This is an optimization exercise on Yosys and OpenROAD, whose aim is small area and a short achievable clock period, not a production implementation.
Power is estimated from default activity; no workload was simulated.

build 70:
## ALU
module ALU(
    input [31:0] rs1,
    input [31:0] rs2,
    input clk,
    input [3:0] sel,
    output reg [31:0] out
);
    wire m_s    = ~sel[3] & ~sel[2] & ~sel[1];             
    wire m_c    = ~sel[3] & ~sel[2] &  sel[1];             
    wire m_g    = (sel == 4'd4) | (sel == 4'd5);           
    wire m_p    = (sel == 4'd5) | (sel == 4'd6);           
    wire m_l    = (sel == 4'd7);                           
    wire m_r    = (sel == 4'd8) | (sel == 4'd9);           
    wire m_h    = sel[3] & (sel[2] | sel[1]);              
    wire fill   = sel[3] & sel[0] & rs1[31];               
    wire fill_n = ~fill;
    wire rev    = ~sel[3];
    wire rev_n  = sel[3];
    wire [4:0] sa   = rs2[4:0];
    wire [4:0] sa_n = ~rs2[4:0];
    wire sub_0;
    wire sub_1;
    wire sub_2;
    wire sub_3;
    wire sub_4;
    wire sub_5;
    wire sub_6;
    wire sub_7;
    wire xo0;
    wire p0;
    wire g0;
    wire xo1;
    wire p1;
    wire g1;
    wire xo2;
    wire p2;
    wire g2;
    wire xo3;
    wire p3;
    wire g3;
    wire xo4;
    wire p4;
    wire g4;
    wire xo5;
    wire p5;
    wire g5;
    wire xo6;
    wire p6;
    wire g6;
    wire xo7;
    wire p7;
    wire g7;
    wire xo8;
    wire p8;
    wire g8;
    wire xo9;
    wire p9;
    wire g9;
    wire xo10;
    wire p10;
    wire g10;
    wire xo11;
    wire p11;
    wire g11;
    wire xo12;
    wire p12;
    wire g12;
    wire xo13;
    wire p13;
    wire g13;
    wire xo14;
    wire p14;
    wire g14;
    wire xo15;
    wire p15;
    wire g15;
    wire xo16;
    wire p16;
  ...
Size in the first run: roughly 32 flip-flops, roughly 100 I/O pins.
clock: 5.0 ns
lec_check: 0
cap_margin: 20
core_margin: 2
core_utilization: 65
place_density: 0.8
setup_slack_margin: 1.5
slew_margin: 20
synth_hierarchical: 1
standard.sh (not shown) runs the stock make flow with config.mk's settings and CLKGATE_MAP_FILE= SYNTH_SCRIPT=/design/flow/synth_recipe.tcl, a recipe that flattens the netlist after the stock synthesis.
==> flow/flow/run.sh <==
#!/bin/bash
# Standard layout with two changes: plain buf_1 cells as the port buffers, and
# every synthesized cell swapped for its smallest size before placement (the
# resizer sizes up again where needed).
set -euo pipefail
export BUFFER_PORTS_ARGS="-buffer_cell sky130_fd_sc_hd__buf_1"
export POST_FLOORPLAN_TCL="$PWD/flow/downsize.tcl"
bash standard.sh finish > make_finish.log 2>&1
==> flow/flow/downsize.tcl <==
# Swap every cell for the smallest cell of the same function (the same name
# without its drive-strength suffix); the resizer's repair steps that follow
# size up again where slew, capacitance or timing need it.
set dont_use [split $::env(DONT_USE_CELLS)]
set smallest [dict create]
foreach lc [get_lib_cells sky130_fd_sc_hd__*] {
  set n [get_name $lc]
  if {[lsearch -exact $dont_use $n] >= 0} { continue }
  if {![regexp {^(.+)_([0-9]+)$} $n -> fam drv]} { continue }
  set a [get_property $lc area]
  if {![dict exists $smallest $fam] || $a < [lindex [dict get $smallest $fam] 1]} {
    dict set smallest $fam [list $n $a]
  }
}
set count 0
foreach inst [get_cells *] {
  set lc [get_lib_cells -of_objects $inst]
  set n [get_name $lc]
  if {![regexp {^(.+)_([0-9]+)$} $n -> fam drv]} { continue }
  if {![dict exists $smallest $fam]} { continue }
  lassign [dict get $smallest $fam] best a
  if {$best ne $n && $a < [get_property $lc area]} {
    replace_cell $inst $best
    incr count
  }
}
puts "downsize.tcl: replaced $count cells"
Build 70: done, clean on timing, DRC and antenna
Input changes introduced in build 89 (baseline for comparison: build 70):
Settings: CORE_UTILIZATION changed from 65 to 40; PLACE_DENSITY removed (was 0.8).
Results
- Compared with build 70, build 89 shows a lower hold slack.
- Changes observed in build 89 relative to build 70: non-clock buffer area fraction after layout level; critical path depth moved up; total via count in the routed design moved down.
- Diff build 70 -> build 89: power density over the cells now larger, wire length after detailed routing now larger.
No functional check of the RTL was part of any run of this note.

========
v6:
The RTL this note starts from:
==> flow/design.v <==
module ALU(
    input [31:0] rs1,
    input [31:0] rs2,
    input clk,
    input [3:0] sel,
    output reg [31:0] out
);
    wire sub   = ~sel[3] & ~sel[2] & (sel[1] | sel[0]);    
    wire op_as = ~sel[3] & ~sel[2] & ~sel[1];              
    wire op_slt  = (sel == 4'd2);
    wire op_sltu = (sel == 4'd3);
    wire op_and = (sel == 4'd4);
    wire op_or  = (sel == 4'd5);
    wire op_xor = (sel == 4'd6);
    wire op_sll = (sel == 4'd7);
    wire op_srx = (sel == 4'd8) | (sel == 4'd9);
    wire op_sra = (sel == 4'd9);
    wire hold   = sel[3] & (sel[2] | sel[1]);               
    wire [31:0] b = rs2 ^ {32{sub}};
    wire [31:0] p = rs1 ^ b;
    wire [31:0] g = rs1 & b;
    wire g0c = g[0] | (p[0] & sub);
    wire G0_1 = g[1] | (p[1] & g0c);
    wire G0_3 = g[3] | (p[3] & g[2]);
    wire P0_3 = p[3] & p[2];
    wire G0_5 = g[5] | (p[5] & g[4]);
    wire P0_5 = p[5] & p[4];
    wire G0_7 = g[7] | (p[7] & g[6]);
    wire P0_7 = p[7] & p[6];
    wire G0_9 = g[9] | (p[9] & g[8]);
    wire P0_9 = p[9] & p[8];
    wire G0_11 = g[11] | (p[11] & g[10]);
    wire P0_11 = p[11] & p[10];
    wire G0_13 = g[13] | (p[13] & g[12]);
    wire P0_13 = p[13] & p[12];
    wire G0_15 = g[15] | (p[15] & g[14]);
    wire P0_15 = p[15] & p[14];
    wire G0_17 = g[17] | (p[17] & g[16]);
    wire P0_17 = p[17] & p[16];
    wire G0_19 = g[19] | (p[19] & g[18]);
    wire P0_19 = p[19] & p[18];
    wire G0_21 = g[21] | (p[21] & g[20]);
    wire P0_21 = p[21] & p[20];
    wire G0_23 = g[23] | (p[23] & g[22]);
    wire P0_23 = p[23] & p[22];
    wire G0_25 = g[25] | (p[25] & g[24]);
    wire P0_25 = p[25] & p[24];
    wire G0_27 = g[27] | (p[27] & g[26]);
    wire P0_27 = p[27] & p[26];
    wire G0_29 = g[29] | (p[29] & g[28]);
    wire P0_29 = p[29] & p[28];
    wire G0_31 = g[31] | (p[31] & g[30]);
    wire P0_31 = p[31] & p[30];
    wire G1_2 = g[2] | (p[2] & G0_1);
    wire G1_3 = G0_3 | (P0_3 & G0_1);
    wire G1_6 = g[6] | (p[6] & G0_5);
    wire P1_6 = p[6] & P0_5;
    wire G1_7 = G0_7 | (P0_7 & G0_5);
    wire P1_7 = P0_7 & P0_5;
    wire G1_10 = g[10] | (p[10] & G0_9);
    wire P1_10 = p[10] & P0_9;
    wire G1_11 = G0_11 | (P0_11 & G0_9);
    wire P1_11 = P0_11 & P0_9;
    wire G1_14 = g[14] | (p[14] & G0_13);
    wire P1_14 = p[14] & P0_13;
    wire G1_15 = G0_15 | (P0_15 & G0_13);
    wire P1_15 = P0_15 & P0_13;
    wire G1_18 = g[18] | (p[18] & G0_17);
    wire P1_18 = p[18] & P0_17;
    wire G1_19 = G0_19 | (P0_19 & G0_17);
    wire P1_19 = P0_19 & P0_17;
    wire G1_22 = g[22] | (p[22] & G0_21);
    wire P1_22 = p[22] & P0_21;
    wire G1_23 = G0_23 | (P0_23 & G0_21);
    wire P1_23 = P0_23 & P0_21;
    wire G1_26 = g[26] | (p[26] & G0_25);
    wire P1_26 = p[26] & P0_25;
    wire G1_27 = G0_27 | (P0_27 & G0_25);
    wire P1_27 = P0_27 & P0_25;
    wire G1_30 = g[30] | (p[30] & G0_29);
    wire P1_30 = p[30] & P0_29;
    wire G1_31 = G0_31 | (P0_31 & G0_29);
    wire P1_31 = P0_31 & P0_29;
    wire G2_4 = g[4] | (p[4] & G1_3);
    wire G2_5 = G0_5 | (P0_5 & G1_3);
    wire G2_6 = G1_6 | (P1_6 & G1_3);
    wire G2_7 = G1_7 | (P1_7 & G1_3);
    wire G2_12 = g[12] | (p[12] & G1_11);
    wire P2_12 = p[12] & P1_11;
    wire G2_13 = G0_13 | (P0_13 & G1_11);
    wire P2_13 = P0_13 & P1_11;
    wire G2_14 = G1_14 | (P1_14 & G1_11);
    wire P2_14 = P1_14 & P1_11;
    wire G2_15 = G1_15 | (P1_15 & G1_11);
    wire P2_15 = P1_15 & P1_11;
    wire G2_20 = g[20] | (p[20] & G1_19);
    wire P2_20 = p[20] & P1_19;
    wire G2_21 = G0_21 | (P0_21 & G1_19);
    wire P2_21 = P0_21 & P1_19;
    wire G2_22 = G1_22 | (P1_22 & G1_19);
    wire P2_22 = P1_22 & P1_19;
    wire G2_23 = G1_23 | (P1_23 & G1_19);
    wire P2_23 = P1_23 & P1_19;
    wire G2_28 = g[28] | (p[28] & G1_27);
    wire P2_28 = p[28] & P1_27;
    wire G2_29 = G0_29 | (P0_29 & G1_27);
    wire P2_29 = P0_29 & P1_27;
    wire G2_30 = G1_30 | (P1_30 & G1_27);
    wire P2_30 = P1_30 & P1_27;
    wire G2_31 = G1_31 | (P1_31 & G1_27);
    wire P2_31 = P1_31 & P1_27;
    wire G3_8 = g[8] | (p[8] & G2_7);
    wire G3_9 = G0_9 | (P0_9 & G2_7);
    wire G3_10 = G1_10 | (P1_10 & G2_7);
    wire G3_11 = G1_11 | (P1_11 & G2_7);
    wire G3_12 = G2_12 | (P2_12 & G2_7);
    wire G3_13 = G2_13 | (P2_13 & G2_7);
    wire G3_14 = G2_14 | (P2_14 & G2_7);
    wire G3_15 = G2_15 | (P2_15 & G2_7);
    wire G3_24 = g[24] | (p[24] & G2_23);
    wire P3_24 = p[24] & P2_23;
    wire G3_25 = G0_25 | (P0_25 & G2_23);
    wire P3_25 = P0_25 & P2_23;
    wire G3_26 = G1_26 | (P1_26 & G2_23);
    wire P3_26 = P1_26 & P2_23;
    wire G3_27 = G1_27 | (P1_27 & G2_23);
    wire P3_27 = P1_27 & P2_23;
    wire G3_28 = G2_28 | (P2_28 & G2_23);
    wire P3_28 = P2_28 & P2_23;
    wire G3_29 = G2_29 | (P2_29 & G2_23);
    wire P3_29 = P2_29 & P2_23;
    wire G3_30 = G2_30 | (P2_30 & G2_23);
    wire P3_30 = P2_30 & P2_23;
    wire G3_31 = G2_31 | (P2_31 & G2_23);
    wire P3_31 = P2_31 & P2_23;
    wire G4_16 = g[16] | (p[16] & G3_15);
    wire G4_17 = G0_17 | (P0_17 & G3_15);
    wire G4_18 = G1_18 | (P1_18 & G3_15);
    wire G4_19 = G1_19 | (P1_19 & G3_15);
    wire G4_20 = G2_20 | (P2_20 & G3_15);
    wire G4_21 = G2_21 | (P2_21 & G3_15);
    wire G4_22 = G2_22 | (P2_22 & G3_15);
    wire G4_23 = G2_23 | (P2_23 & G3_15);
    wire G4_24 = G3_24 | (P3_24 & G3_15);
    wire G4_25 = G3_25 | (P3_25 & G3_15);
    wire G4_26 = G3_26 | (P3_26 & G3_15);
    wire G4_27 = G3_27 | (P3_27 & G3_15);
    wire G4_28 = G3_28 | (P3_28 & G3_15);
    wire G4_29 = G3_29 | (P3_29 & G3_15);
    wire G4_30 = G3_30 | (P3_30 & G3_15);
    wire G4_31 = G3_31 | (P3_31 & G3_15);
    wire [32:0] c;
    assign c[0] = sub;
    assign c[1] = g0c;
    assign c[2] = G0_1;
    assign c[3] = G1_2;
    assign c[4] = G1_3;
    assign c[5] = G2_4;
    assign c[6] = G2_5;
    assign c[7] = G2_6;
    assign c[8] = G2_7;
    assign c[9] = G3_8;
    assign c[10] = G3_9;
    assign c[11] = G3_10;
    assign c[12] = G3_11;
    assign c[13] = G3_12;
    assign c[14] = G3_13;
    assign c[15] = G3_14;
    assign c[16] = G3_15;
    assign c[17] = G4_16;
    assign c[18] = G4_17;
    assign c[19] = G4_18;
    assign c[20] = G4_19;
    assign c[21] = G4_20;
    assign c[22] = G4_21;
    assign c[23] = G4_22;
    assign c[24] = G4_23;
    assign c[25] = G4_24;
    assign c[26] = G4_25;
    assign c[27] = G4_26;
    assign c[28] = G4_27;
    assign c[29] = G4_28;
    assign c[30] = G4_29;
    assign c[31] = G4_30;
    assign c[32] = G4_31;
    wire [31:0] sum = p ^ c[31:0];
    wire cout = c[32];
    wire ltu = ~cout;
    wire lt  = (rs1[31] ^ rs2[31]) ? rs1[31] : sum[31];
    wire [31:0] x;
    genvar k;
    generate for (k = 0; k < 32; k = k + 1) begin : rev
        assign x[k] = op_sll ? rs1[31-k] : rs1[k];
    end endgenerate
    wire fill = op_sra & rs1[31];
    wire [31:0] s1 = rs2[0] ? {fill, x[31:1]} : x;
    wire [31:0] s2 = rs2[1] ? {{2{fill}}, s1[31:2]} : s1;
    wire [31:0] s3 = rs2[2] ? {{4{fill}}, s2[31:4]} : s2;
    wire [31:0] s4 = rs2[3] ? {{8{fill}}, s3[31:8]} : s3;
    wire [31:0] sh = rs2[4] ? {{16{fill}}, s4[31:16]} : s4;
    wire [31:0] shl;
    generate for (k = 0; k < 32; k = k + 1) begin : rev2
        assign shl[k] = sh[31-k];
    end endgenerate
    wire [31:0] nxt = ({32{op_as}} & sum) | ({32{op_and | op_or}} & g) | ({32{op_or | op_xor}} & p)
                    | ({32{op_srx}} & sh) | ({32{op_sll}} & shl)
                    | {31'd0, (op_slt & lt) | (op_sltu & ltu)};
    always @(posedge clk)
        if (!hold) out <= nxt;
endmodule
export LEC_CHECK = 0
export CAP_MARGIN = 20
export CORE_MARGIN = 2
export CORE_UTILIZATION = 40
export SLEW_MARGIN = 20
create_clock -name core_clock -period 5.0 [get_ports {clk}]
==> flow/flow/run.sh <==
#!/bin/bash
# Standard layout, with plain buf_1 cells as the port buffers instead of the
# resizer's default choice.
set -euo pipefail
export BUFFER_PORTS_ARGS="-buffer_cell sky130_fd_sc_hd__buf_1"
bash standard.sh finish > make_finish.log 2>&1
v6 | stages: all done | timing, DRC, antenna: all pass
Relative to v6, the following input files were edited for v23:
==> flow/run.sh (new file) <==
#!/bin/bash
# synth_recipe.tcl (not shown) runs the flow's synth.tcl, then flattens the netlist and writes it again
# the make line also repeats each setting of config.mk as NAME=value (left out here)
make -C /OpenROAD-flow-scripts/flow DESIGN_CONFIG=/design/flow/config.mk WORK_HOME=/design/flow/orfs CLKGATE_MAP_FILE= SYNTH_SCRIPT=/design/flow/synth_recipe.tcl finish
removed: flow/flow/run.sh
removed: flow/standard.sh
### Flow results
v23 against v6: period utilization now larger, fraction of final layout cells with drive strength greater than 1 went up 0.58 points, sequential share of layout area decreased by 1.3 points relative to the old numbers.
v23 can be clocked slower than v6.
For the post-layout worst setup margin, v23 came in 0.46 ns lower than v6 did.
The area added between synthesis and finish of v23 exceeds that of v6 by 11 points.
Of v23 and v6, it is v23 that has the higher pin count of the biggest net entering global routing.
Taking v6 as the reference, in v23 total power increased by 2.5% relative to the old numbers, number of logic stages on the critical path including buffering went down, areal power density over the cells has decreased.
v23 completed end to end with timing, DRC and antenna clean.
Here is what was changed in the inputs of v39 compared with v23.
Settings: SETUP_SLACK_MARGIN now 1.5, previously not set.
==> flow/flow/run.sh (new file) <==
#!/bin/bash
# Standard layout, with plain buf_1 cells as the port buffers instead of the
# resizer's default choice.
set -euo pipefail
export BUFFER_PORTS_ARGS="-buffer_cell sky130_fd_sc_hd__buf_1"
bash standard.sh finish > make_finish.log 2>&1
==> flow/standard.sh (new file) <==
#!/bin/bash
# synth_recipe.tcl (not shown) runs the flow's synth.tcl, then flattens the netlist and writes it again
# the make line also repeats each setting of config.mk as NAME=value (left out here)
make -C /OpenROAD-flow-scripts/flow DESIGN_CONFIG=/design/flow/config.mk WORK_HOME=/design/flow/orfs CLKGATE_MAP_FILE= SYNTH_SCRIPT=/design/flow/synth_recipe.tcl "${@:-finish}"
removed: flow/run.sh
### Flow results
Between v39 and v23, it is v39 whose detailed-routed wire length on met3 is higher, by 360 um.
Looking at combinational power, v39 sits 14% above v23.
Number of buffers outside the clock class in the layout: lower on v23
Input-level comparison between v22 and v39:
Settings: swapping 1.5 for 2.2 in SETUP_SLACK_MARGIN.
### Flow results
Against v39 as the reference, v22 delivers a lower data required time of the worst path.
Total power of v22 is lower than that of v39.
Row sum of routed wire length over all layers: v22 lower / v39 higher
No run of this note included a check of the RTL's function; only the layout flow was run.

-- what the ideal ports hide --
The results above use ideal ports. As a check the final layouts listed here were re-extracted and re-timed, cells and wires unchanged.
Step 1 (the two cells are an assumption about what drives the block):
set clk [get_ports {clk}]
set_driving_cell -lib_cell sky130_fd_sc_hd__clkbuf_16 $clk
set_driving_cell -lib_cell sky130_fd_sc_hd__buf_2 [delete_from_list [all_inputs] $clk]
Step 2 times the ports against the registers' clock, not the clock port: input delays grow and output delays shrink by t, the midpoint of the rising clock arrivals with the driver on.
Slacks: no drivers / after step 1 / after step 2; pairs: no drivers / after step 1.
run	t (ns)	slack for setup (ns)	worst setup path at the end	clock arrival spread, ns	worst register clock-pin slew, ns
build 70	0.327	1.544 / 1.556 / 1.230	input to register	0.005 / 0.005	0.08 / 0.08
build 89	0.339	1.615 / 1.637 / 1.299	input to register	0.002 / 0.003	0.06 / 0.06
v6	0.320	0.697 / 0.713 / 0.394	input to register	0.006 / 0.005	0.06 / 0.06
v23	0.312	0.237 / 0.253 / -0.060	input to register	0.011 / 0.011	0.06 / 0.06
v39	0.324	1.133 / 1.132 / 0.809	input to register	0.008 / 0.009	0.06 / 0.06
v22	0.317	1.103 / 1.084 / 0.767	input to register	0.012 / 0.012	0.06 / 0.06
With both steps, setup timing fails in v23, where it was met with ideal ports. For v22, which loses most, drivers alone change the setup slack by -0.019 ns; drivers and shift together by -0.336 ns.
